Context: an optimization exercise on an open-source flow, tuned for small area. The choices shown serve that exercise and are no tape-out recipe. The RTL was checked by simulation tests, not by an equivalence proof against the original design. Power figures rest on the tool's default switching activity, not on a simulated workload.

==> run a <==
==> flow/design.v <==
module fifo_rx_ring #(
  parameter DW = 19
) (
  input               clk,
  input               rst_n,
  input               w_req,       
  input               new_word,    
  output              unfull,
  input  [DW-1:0]     din,
  input               r_req,
  output              unempty,
  output [DW-1:0]     data_o
);
reg [DW*33-1:0] ring;      
reg [5:0]       hr;        
reg [5:0]       tr;        
reg             pend;      
wire [5:0] hr1 = (hr == 6'd32) ? 6'd0 : hr + 6'd1;
wire [5:0] tr1 = (tr == 6'd32) ? 6'd0 : tr + 6'd1;
assign unempty = (hr != tr);
assign unfull  = (tr != hr1);
wire do_w = w_req & unfull;
wire do_r = r_req & unempty;
wire ins = pend && (w_req ? (tr == 6'd32) : (tr1 == 6'd32));
always @(posedge clk) begin
  ring <= {ring[DW*32-1:0], ins ? din : ring[DW*33-1 -: DW]};
end
always @(posedge clk) begin
  if (new_word)
    pend <= 1'b1;
  else if (ins)
    pend <= 1'b0;
end
always @(posedge clk) begin
  if (!rst_n) begin
    hr <= 6'd0;
    tr <= 6'd0;
  end else begin
    if (!do_r) hr <= hr1;
    if (!do_w) tr <= tr1;
  end
end
wire bypass = pend && !w_req && (hr == tr1);
wire [32:0] rsel = 33'd1 << hr;
reg  [DW-1:0] rd;
integer j;
always @* begin
  rd = {DW{1'b0}};
  for (j = 0; j < 33; j = j + 1)
    rd = rd | ({DW{rsel[j]}} & ring[DW*j +: DW]);
end
assign data_o = bypass ? din : rd;
endmodule
module fifo_tx_ring #(
  parameter DW = 20
) (
  input               clk,
  input               rst_n,
  input               w_req,
  output              unfull,
  input  [DW-1:0]     din,
  input               r_req,
  output              unempty,
  output [DW-1:0]     data_o
);
reg [DW*33-1:0] ring;      
reg [5:0]       hr;        
reg [5:0]       tr;        
wire [5:0] hr1 = (hr == 6'd32) ? 6'd0 : hr + 6'd1;
wire [5:0] tr1 = (tr == 6'd32) ? 6'd0 : tr + 6'd1;
assign unempty = (hr != tr);
assign unfull  = (tr != hr1);
wire do_w = w_req & unfull;
wire do_r = r_req & unempty;
genvar i;
generate
  for (i = 0; i < 33; i = i + 1) begin : g_row
    wire [DW-1:0] prev = ring[DW*((i+32)%33) +: DW];
    if (i % 3 == 0) begin : g_ins
      always @(posedge clk)
        ring[DW*i +: DW] <= (tr == (i+32)%33) ? din : prev;
    end else begin : g_pass
      always @(posedge clk)
        ring[DW*i +: DW] <= prev;
    end
  end
endgenerate
always @(posedge clk) begin
  if (!rst_n) begin
    hr <= 6'd0;
    tr <= 6'd0;
  end else begin
    if (!do_r) hr <= hr1;
    if (!do_w) tr <= tr1;
  end
end
wire [32:0] rsel = 33'd1 << hr;
reg  [DW-1:0] rd;
integer j;
always @* begin
  rd = {DW{1'b0}};
  for (j = 0; j < 33; j = j + 1)
    rd = rd | ({DW{rsel[j]}} & ring[DW*j +: DW]);
end
assign data_o = rd;
endmodule
module axis_1553_decoder (
  input             aclk,
  input             arstn,
  output reg [18:0] m_data,
  output reg        m_valid,
  output            m_load,      
  input             m_ready,
  input      [1:0]  diff
);
  localparam [2:0] S_ERR  = 3'd0;
  localparam [2:0] S_WAIT = 3'd1;    
  localparam [2:0] S_CAP  = 3'd2;    
  localparam [2:0] S_RED  = 3'd3;
  localparam [2:0] S_PAR  = 3'd4;
  localparam [2:0] S_TRN  = 3'd5;    
  reg [2:0]  state;
  reg [39:0] win;          
  reg [5:0]  tc;           
  reg [6:0]  pc;           
  reg [3:0]  sk;           
  reg [1:0]  p_diff;
  reg        delay_bit;
  wire eq      = (diff[0] == diff[1]);
  wire pc_zero = (pc == 7'd0);
  wire tc_zero = (tc == 6'd0);
  wire in_wc   = (state == S_WAIT) || (state == S_CAP);
  wire sample  = (state == S_CAP) && (sk == 4'd5);
  wire sync_cmd  = (win[39:34] == 6'b000111);
  wire sync_data = (win[39:34] == 6'b111000);
  wire [15:0] wdata;
  genvar i;
  generate
    for (i = 0; i < 16; i = i + 1) begin : g_bits
      assign wdata[i] = win[2*i+2];
    end
  endgenerate
  always @(posedge aclk) begin
    if (!arstn) begin
      state <= S_ERR;
    end else begin
      case (state)
        S_WAIT: if (!eq && sk == 4'd0) state <= S_CAP;
        S_CAP: begin
          if (pc_zero)
            state <= S_WAIT;
          else if (tc_zero && (sync_cmd || sync_data))
            state <= S_RED;
        end
        S_RED:   state <= S_PAR;
        S_PAR:   state <= S_TRN;
        default: state <= S_WAIT;
      endcase
    end
  end
  always @(posedge aclk) begin
    if (!arstn || !in_wc || !eq)
      pc <= 7'd79;
    else if (!pc_zero)
      pc <= pc - 7'd1;
  end
  always @(posedge aclk) begin
    if (state == S_WAIT)
      delay_bit <= pc_zero;
  end
  always @(posedge aclk) begin
    p_diff <= (state == S_ERR) ? 2'b11 : diff;
    if (state == S_ERR)
      sk <= 4'd0;
    else if (in_wc && ((pc_zero && eq) || (!p_diff[0] && diff[0]) || (!p_diff[1] && diff[1])))
      sk <= 4'd0;
    else if (!((state == S_WAIT) && eq))
      sk <= (sk == 4'd9) ? 4'd0 : sk + 4'd1;
  end
  always @(posedge aclk) begin
    if (sample)
      win[39:1] <= win[38:0];
    if ((state == S_ERR) || (state == S_TRN) || ((state == S_CAP) && pc_zero && eq))
      win[0] <= 1'b0;
    else if (sample)
      win[0] <= p_diff[0];
  end
  always @(posedge aclk) begin
    if (state != S_CAP)
      tc <= 6'd39;
    else if (sample && !tc_zero)
      tc <= tc - 6'd1;
  end
  assign m_load = (state == S_TRN);
  always @(posedge aclk) begin
    if (state == S_TRN)
      m_data <= {win[39], delay_bit, (^wdata) ^ win[0], wdata};
  end
  always @(posedge aclk) begin
    if (state == S_TRN)
      m_valid <= 1'b1;
    else if (m_ready)
      m_valid <= 1'b0;
  end
endmodule
module axis_1553_encoder (
  input         aclk,
  input         arstn,
  input  [19:0] s_data,
  input         s_valid,
  output        s_ready,
  output [1:0]  diff,
  output        en_diff
);
  localparam [2:0] S_CAP   = 3'd0;    
  localparam [2:0] S_INV   = 3'd1;
  localparam [2:0] S_PARG  = 3'd2;
  localparam [2:0] S_PROC  = 3'd3;
  localparam [2:0] S_PAUSE = 3'd4;    
  localparam [2:0] S_TRN   = 3'd5;    
  reg [2:0]  state;
  reg [19:0] word;
  reg [2:0]  pc;
  reg [5:0]  q;         
  reg        en;
  assign s_ready = (state == S_CAP);
  always @(posedge aclk) begin
    if (state == S_CAP)
      word <= s_data;
  end
  always @(posedge aclk) begin
    if (!arstn) begin
      state <= S_CAP;
    end else begin
      case (state)
        S_CAP:   if (s_valid) state <= S_INV;
        S_INV:   state <= S_PARG;
        S_PARG:  state <= S_PROC;
        S_PROC:  state <= word[17] ? S_PAUSE : S_TRN;
        S_PAUSE: if (pc == 3'd0) state <= S_TRN;
        S_TRN:   if (q == 6'd0) state <= S_CAP;
        default: state <= S_CAP;
      endcase
    end
  end
  always @(posedge aclk) begin
    if (!arstn || state == S_TRN)
      pc <= 3'd7;
    else if (pc != 3'd0)
      pc <= pc - 3'd1;
  end
  always @(posedge aclk) begin
    en <= (state == S_TRN);
    if (state != S_TRN)
      q <= 6'd39;
    else if (en && q != 6'd0)
      q <= q - 6'd1;
  end
  wire sd = word[19];
  wire sc = word[18];
  wire [39:0] frame;
  assign frame[39:34] = {sd, sd, sd, sc, sc, sc};
  genvar i;
  generate
    for (i = 0; i < 16; i = i + 1) begin : g_bits
      assign frame[2*i+3] = ~word[i];
      assign frame[2*i+2] = word[i];
    end
  endgenerate
  assign frame[1] = ~word[16];
  assign frame[0] = word[16];
  wire bitv = frame[q];
  assign diff    = {en & ~bitv, en & bitv};
  assign en_diff = en;
endmodule
module Core_1553B
(
  input         clk,
  input         rst_n,
  input         r_fifo_rd,
  output        r_fifo_unempty,
  output [18:0] r_fifo_data,
  input         w_fifo_wd,
  output        w_fifo_unfull,
  input  [19:0] w_fifo_data,
  input  [1:0]  rx_1553,
  output [1:0]  tx_1553,
  output        en_tx_1553
);
wire [18:0] dec_data;
wire        dec_valid;
wire        dec_load;
wire        dec_ready;
wire [19:0] enc_data;
wire        enc_valid;
wire        enc_ready;
axis_1553_decoder mil1553_decoder (
  .aclk    (clk),
  .arstn   (rst_n),
  .m_data  (dec_data),
  .m_valid (dec_valid),
  .m_load  (dec_load),
  .m_ready (dec_ready),
  .diff    (rx_1553)
);
fifo_rx_ring #(.DW(19)) decoder_fifo (
  .clk     (clk),
  .rst_n   (rst_n),
  .w_req   (dec_valid),
  .new_word(dec_load),
  .unfull  (dec_ready),
  .din     (dec_data),
  .r_req   (r_fifo_rd),
  .unempty (r_fifo_unempty),
  .data_o  (r_fifo_data)
);
axis_1553_encoder mil1553_encoder (
  .aclk    (clk),
  .arstn   (rst_n),
  .s_data  (enc_data),
  .s_valid (enc_valid),
  .s_ready (enc_ready),
  .diff    (tx_1553),
  .en_diff (en_tx_1553)
);
fifo_tx_ring #(.DW(20)) encoder_fifo (
  .clk     (clk),
  .rst_n   (rst_n),
  .w_req   (w_fifo_wd),
  .unfull  (w_fifo_unfull),
  .din     (w_fifo_data),
  .r_req   (enc_ready),
  .unempty (enc_valid),
  .data_o  (enc_data)
);
endmodule
module APB_Slave_Interface (
  input      APB_CLK,
  input      APB_RESETn,
  input      APB_SEL,
  input      APB_ENABLE,
  output     APB_READY,
  output     access_done     
);
localparam [1:0] First  = 2'd0;
localparam [1:0] Second = 2'd1;
localparam [1:0] Third  = 2'd2;
reg [1:0] APBState;
always @(posedge APB_CLK or negedge APB_RESETn) begin
  if (!APB_RESETn) begin
    APBState <= First;
  end else begin
    case (APBState)
      First:   if (APB_SEL) APBState <= Second;
      Second:  if (APB_ENABLE) APBState <= Third;
      default: APBState <= First;
    endcase
  end
end
assign APB_READY   = (APBState == Third);
assign access_done = (APBState == Third);
endmodule
module Top_1553B_APB
(
  APB_CLK,
  APB_RESETn,
  APB_RDATA,
  APB_READY,
  APB_SLVERR,
  APB_STRB,
  APB_PROT,
  APB_ADDR,
  APB_ENABLE,
  APB_WRITE,
  APB_WDATA,
  APB_SEL,
  rx0_1553,
  tx0_1553,
  tx0_en,
  rx1_1553,
  tx1_1553,
  tx1_en
);
input          APB_CLK;
input          APB_RESETn;
output [31:0]  APB_RDATA;
output         APB_READY;
output         APB_SLVERR;
input  [7:0]   APB_STRB;
input  [2:0]   APB_PROT;
input  [31:0]  APB_ADDR;
input          APB_ENABLE;
input          APB_WRITE;
input  [31:0]  APB_WDATA;
input          APB_SEL;
input     [1:0] rx0_1553;
output    [1:0] tx0_1553;
output    tx0_en;
input     [1:0] rx1_1553;
output    [1:0] tx1_1553;
output    tx1_en;
wire access_done;
APB_Slave_Interface APB_Inter_inst (
  .APB_CLK     (APB_CLK),
  .APB_RESETn  (APB_RESETn),
  .APB_SEL     (APB_SEL),
  .APB_ENABLE  (APB_ENABLE),
  .APB_READY   (APB_READY),
  .access_done (access_done)
);
assign APB_SLVERR = 1'b0;
wire sel_rx = (APB_ADDR[4:2] == 3'd2);
wire sel_tx = (APB_ADDR[4:2] == 3'd3);
wire        rx_unempty;
wire [18:0] rx_word;
wire        tx_unfull;
reg flag_q;
always @(posedge APB_CLK)
  flag_q <= APB_ADDR[2] ? tx_unfull : rx_unempty;
assign APB_RDATA[31]    = sel_rx & flag_q;
assign APB_RDATA[30:24] = 7'd0;
assign APB_RDATA[23]    = sel_rx & ~rx_word[18];
assign APB_RDATA[22]    = sel_rx &  rx_word[18];
assign APB_RDATA[21:19] = 3'd0;
assign APB_RDATA[18]    = sel_rx & rx_word[17];
assign APB_RDATA[17]    = 1'b0;
assign APB_RDATA[16:1]  = {16{sel_rx}} & rx_word[16:1];
assign APB_RDATA[0]     = (sel_rx & rx_word[0]) | (sel_tx & flag_q);
wire [19:0] tx_word;
assign tx_word[19]   = (APB_WDATA[23:21] == 3'b010);
assign tx_word[18]   = (APB_WDATA[23:21] == 3'b100);
assign tx_word[17]   = APB_WDATA[18];
assign tx_word[16]   = (^APB_WDATA[15:0]) ^ APB_WDATA[16];
assign tx_word[15:0] = APB_WDATA[15:0] ^ {16{APB_WDATA[17]}};
assign tx1_1553 = 2'b00;
assign tx1_en = 1'b0;
Core_1553B CoreOne_inst
(
  .clk              (APB_CLK),
  .rst_n            (APB_RESETn),
  .r_fifo_rd        (access_done & ~APB_WRITE & sel_rx),
  .r_fifo_unempty   (rx_unempty),
  .r_fifo_data      (rx_word),
  .w_fifo_wd        (access_done & APB_WRITE & sel_tx),
  .w_fifo_unfull    (tx_unfull),
  .w_fifo_data      (tx_word),
  .rx_1553          (rx0_1553),
  .tx_1553          (tx0_1553),
  .en_tx_1553       (tx0_en)
);
endmodule
==> flow/flow/run.sh <==
#!/bin/bash
set -euo pipefail
W=$(pwd)

# synthesis script: the standard flow's, with the ABC call pointed at the area script
{
  cat <<'TCL'
proc abc {args} {
  set i [lsearch -exact $args -script]
  if {$i >= 0} { lset args [expr {$i + 1}] $::env(AREA_ABC_SCRIPT) }
  yosys abc {*}$args
}
TCL
  cat "$W/synth_recipe.tcl"
} > "$W/area_synth.tcl"
export AREA_ABC_SCRIPT="$W/flow/area.script"

# standard.sh with the synthesis script replaced
sed -E "s#SYNTH_SCRIPT=[^ ]+#SYNTH_SCRIPT=$W/area_synth.tcl#" "$W/standard.sh" > "$W/area_standard.sh"
grep -q "SYNTH_SCRIPT=$W/area_synth.tcl" "$W/area_standard.sh"

bash "$W/area_standard.sh" > "$W/flow_make.log" 2>&1
==> flow/flow/area.script <==
strash
&get -n
&st
&dch
&nf -R 1000
&put
topo
==> flow/standard.sh <==
#!/bin/bash
# synth_recipe.tcl (not shown) runs the flow's synth.tcl, then flattens the netlist and writes it again
# the make line also repeats each setting of config.mk as NAME=value (left out here)
make -C /OpenROAD-flow-scripts/flow DESIGN_CONFIG=/design/flow/config.mk WORK_HOME=/design/flow/orfs CLKGATE_MAP_FILE= SYNTH_SCRIPT=/design/flow/synth_recipe.tcl "${@:-finish}"
==> flow/config.mk <==
export PLATFORM = sky130hd
export DESIGN_NAME = Top_1553B_APB
export DESIGN_NICKNAME = Top_1553B_APB
export VERILOG_FILES = /design/flow/design.v
export SDC_FILE = /design/flow/constraint.sdc
export NUM_CORES = 4
export LEC_CHECK = 0
export CAP_MARGIN = 20
export CORE_MARGIN = 2
export CORE_UTILIZATION = 60
export CTS_CLUSTER_DIAMETER = 100
export CTS_CLUSTER_SIZE = 24
export SLEW_MARGIN = 20
==> flow/constraint.sdc <==
create_clock -name core_clock -period 10.0 [get_ports {APB_CLK}]
set_input_delay 2.0000 -clock core_clock [delete_from_list [all_inputs] [get_ports {APB_CLK}]]
set_output_delay 2.0000 -clock core_clock [all_outputs]
set_load 0.01 [all_outputs]
==> run b (differences from run a) <==
--- a/flow/design.v
+++ b/flow/design.v
@@ -16,4 +16,5 @@
 reg [5:0]       tr;        
 reg             pend;      
+reg [DW-1:0]    rd_cap;
 wire [5:0] hr1 = (hr == 6'd32) ? 6'd0 : hr + 6'd1;
 wire [5:0] tr1 = (tr == 6'd32) ? 6'd0 : tr + 6'd1;
@@ -41,14 +42,22 @@
   end
 end
-wire bypass = pend && !w_req && (hr == tr1);
-wire [32:0] rsel = 33'd1 << hr;
-reg  [DW-1:0] rd;
-integer j;
+reg [DW-1:0] tap;
+reg          at_tap;
+integer k;
 always @* begin
-  rd = {DW{1'b0}};
-  for (j = 0; j < 33; j = j + 1)
-    rd = rd | ({DW{rsel[j]}} & ring[DW*j +: DW]);
+  tap    = {DW{1'b0}};
+  at_tap = 1'b0;
+  for (k = 0; k < 11; k = k + 1)
+    if (hr == 3*k) begin
+      tap    = tap | ring[DW*3*k +: DW];
+      at_tap = 1'b1;
+    end
+end
+always @(posedge clk) begin
+  if (at_tap)
+    rd_cap <= tap;
 end
-assign data_o = bypass ? din : rd;
+wire head_is_din = !w_req && (hr == tr1);
+assign data_o = head_is_din ? din : (at_tap ? tap : rd_cap);
 endmodule
 module fifo_tx_ring #(
@@ -62,5 +71,9 @@
   input               r_req,
   output              unempty,
-  output [DW-1:0]     data_o
+  input               hold_popped,
+  output [2:0]        tap_hdr,       
+  output              tap_hdr_hit,
+  output [DW-4:0]     tap_body,      
+  output              tap_body_hit
 );
 reg [DW*33-1:0] ring;      
@@ -73,4 +86,5 @@
 wire do_w = w_req & unfull;
 wire do_r = r_req & unempty;
+wire ins_ok = unfull || !hold_popped;
 genvar i;
 generate
@@ -79,5 +93,5 @@
     if (i % 3 == 0) begin : g_ins
       always @(posedge clk)
-        ring[DW*i +: DW] <= (tr == (i+32)%33) ? din : prev;
+        ring[DW*i +: DW] <= (ins_ok && tr == (i+32)%33) ? din : prev;
     end else begin : g_pass
       always @(posedge clk)
@@ -95,13 +109,29 @@
   end
 end
-wire [32:0] rsel = 33'd1 << hr;
-reg  [DW-1:0] rd;
-integer j;
+reg [2:0]    tap_h;
+reg          hit_h;
+reg [DW-4:0] tap_b;
+reg          hit_b;
+integer k;
 always @* begin
-  rd = {DW{1'b0}};
-  for (j = 0; j < 33; j = j + 1)
-    rd = rd | ({DW{rsel[j]}} & ring[DW*j +: DW]);
+  tap_h = 3'd0;
+  hit_h = 1'b0;
+  for (k = 0; k < 11; k = k + 1)
+    if (hr == (3*k+32)%33) begin
+      tap_h = tap_h | ring[DW*3*k+DW-3 +: 3];
+      hit_h = 1'b1;
+    end
+  tap_b = {(DW-3){1'b0}};
+  hit_b = 1'b0;
+  for (k = 0; k < 4; k = k + 1)
+    if (hr == (10*k+32)%33) begin
+      tap_b = tap_b | ring[DW*10*k +: DW-3];
+      hit_b = 1'b1;
+    end
 end
-assign data_o = rd;
+assign tap_hdr     = tap_h;
+assign tap_hdr_hit = hit_h;
+assign tap_body     = tap_b;
+assign tap_body_hit = hit_b;
 endmodule
 module axis_1553_decoder (
@@ -207,7 +237,11 @@
   input         aclk,
   input         arstn,
-  input  [19:0] s_data,
+  input  [2:0]  s_hdr,       
+  input         s_hdr_hit,
+  input  [16:0] s_body,      
+  input         s_body_hit,
   input         s_valid,
   output        s_ready,
+  output        s_hold,      
   output [1:0]  diff,
   output        en_diff
@@ -225,8 +259,21 @@
   reg        en;
   assign s_ready = (state == S_CAP);
+  wire hdr_win = (state == S_INV || state == S_PARG || state == S_PROC);
+  reg  body_pend;
+  wire take_body = s_body_hit && body_pend;
   always @(posedge aclk) begin
     if (state == S_CAP)
-      word <= s_data;
+      body_pend <= s_valid;
+    else if (take_body)
+      body_pend <= 1'b0;
+  end
+  assign s_hold = hdr_win || body_pend;
+  always @(posedge aclk) begin
+    if (s_hdr_hit && hdr_win)
+      word[19:17] <= s_hdr;
+    if (take_body)
+      word[16:0] <= s_body;
   end
+  wire wait_bit = s_hdr_hit ? s_hdr[0] : word[17];
   always @(posedge aclk) begin
     if (!arstn) begin
@@ -237,5 +284,5 @@
         S_INV:   state <= S_PARG;
         S_PARG:  state <= S_PROC;
-        S_PROC:  state <= word[17] ? S_PAUSE : S_TRN;
+        S_PROC:  state <= wait_bit ? S_PAUSE : S_TRN;
         S_PAUSE: if (pc == 3'd0) state <= S_TRN;
         S_TRN:   if (q == 6'd0) state <= S_CAP;
@@ -292,5 +339,9 @@
 wire        dec_load;
 wire        dec_ready;
-wire [19:0] enc_data;
+wire [2:0]  enc_hdr;
+wire        enc_hdr_hit;
+wire [16:0] enc_body;
+wire        enc_body_hit;
+wire        enc_hold;
 wire        enc_valid;
 wire        enc_ready;
@@ -318,7 +369,11 @@
   .aclk    (clk),
   .arstn   (rst_n),
-  .s_data  (enc_data),
+  .s_hdr   (enc_hdr),
+  .s_hdr_hit(enc_hdr_hit),
+  .s_body  (enc_body),
+  .s_body_hit(enc_body_hit),
   .s_valid (enc_valid),
   .s_ready (enc_ready),
+  .s_hold  (enc_hold),
   .diff    (tx_1553),
   .en_diff (en_tx_1553)
@@ -332,5 +387,9 @@
   .r_req   (enc_ready),
   .unempty (enc_valid),
-  .data_o  (enc_data)
+  .hold_popped(enc_hold),
+  .tap_hdr (enc_hdr),
+  .tap_hdr_hit(enc_hdr_hit),
+  .tap_body(enc_body),
+  .tap_body_hit(enc_body_hit)
 );
 endmodule
==> flow/run.sh (new file) <==
#!/bin/bash
# synth_recipe.tcl (not shown) runs the flow's synth.tcl, then flattens the netlist and writes it again
# the make line also repeats each setting of config.mk as NAME=value (left out here)
make -C /OpenROAD-flow-scripts/flow DESIGN_CONFIG=/design/flow/config.mk WORK_HOME=/design/flow/orfs CLKGATE_MAP_FILE= SYNTH_SCRIPT=/design/flow/synth_recipe.tcl finish
--- a/flow/config.mk
+++ b/flow/config.mk
@@ -8,6 +8,7 @@
 export CAP_MARGIN = 20
 export CORE_MARGIN = 2
-export CORE_UTILIZATION = 60
-export CTS_CLUSTER_DIAMETER = 100
-export CTS_CLUSTER_SIZE = 24
+export CORE_UTILIZATION = 70
+export CTS_BUF_LIST = sky130_fd_sc_hd__clkbuf_8
+export CTS_CLUSTER_DIAMETER = 60
+export CTS_CLUSTER_SIZE = 16
 export SLEW_MARGIN = 20
removed: flow/flow/run.sh
removed: flow/flow/area.script
removed: flow/standard.sh
==> run notes <==
| metric | run a | run b |
|---|---|---|
| Total length of routed met3 wires | 3830 µm | 3070 µm |
| Highest fanout seen on the critical path | 19 | 15 |
| Post-synthesis cell area | 41,500 µm² | 39,000 µm² |
| Origin of the worst setup path | CoreOne_inst.decoder_fifo.hr[3]$_SDFFE_PN0N_ | APB_ADDR[4] |
| Clock network fraction of design power | 26.4% | 27.2% |
| Distinct cell type count of the synthesized netlist | 47 | 71 |
| Share of synthesized cell area in and, or, nand and nor gates | 6.53% | 4.99% |
| Result of the run | finished clean | finished clean |
| Worst Min Path Start | CoreOne_inst.encoder_fifo.ring[98]$_DFF_P_ | CoreOne_inst.encoder_fifo.ring[554]$_DFF_P_ |
| Number of placed instances with taps included | 4,225 | 3,333 |
| Share of synthesized area occupied by flip-flops and latches | 70.9% | 76.6% |
| Power after layout | 11.4 mW | 9.63 mW |
| Power in combinational cells | 1.85 mW | 545 µW |
| Area share of the leading cell type in the synthesized netlist | 65.1% | 70.3% |
| Layout Cell Area excl Fill | 45,800 µm² | 41,700 µm² |
| Filler cells | 5,155 | 3,485 |
| Final core utilization | 66.7% | 75.6% |

-- re-timing with driven ports --
Ports are ideal in the flow. The routed layouts listed here were re-timed in OpenROAD. Step 1 assumes that a clkbuf_16 drives the clock port and a buf_2 every other input. Step 2 moves the port delays by t, midway between the first and last clock arrival at a register: inputs arrive t later, outputs are due t later. That takes back most of the time a late clock gives input paths. Three values: ideal ports, drivers, drivers and shift; two values: the first two.
run	t (ns)	slack for setup (ns)	worst hold slack (ns)	worst data-port slew with drivers (ns)	pins driven straight from the clock port
run a	0.690	0.704 / 0.638 / 1.328	0.338 / 0.338 / 0.338	0.04	1
run b	0.776	3.319 / 3.289 / 3.289	0.315 / 0.315 / 0.315	0.06	1
After both steps every run listed still meets setup and hold. For run b, which loses most, drivers alone change the setup slack by -0.030 ns; drivers and shift together by -0.030 ns.
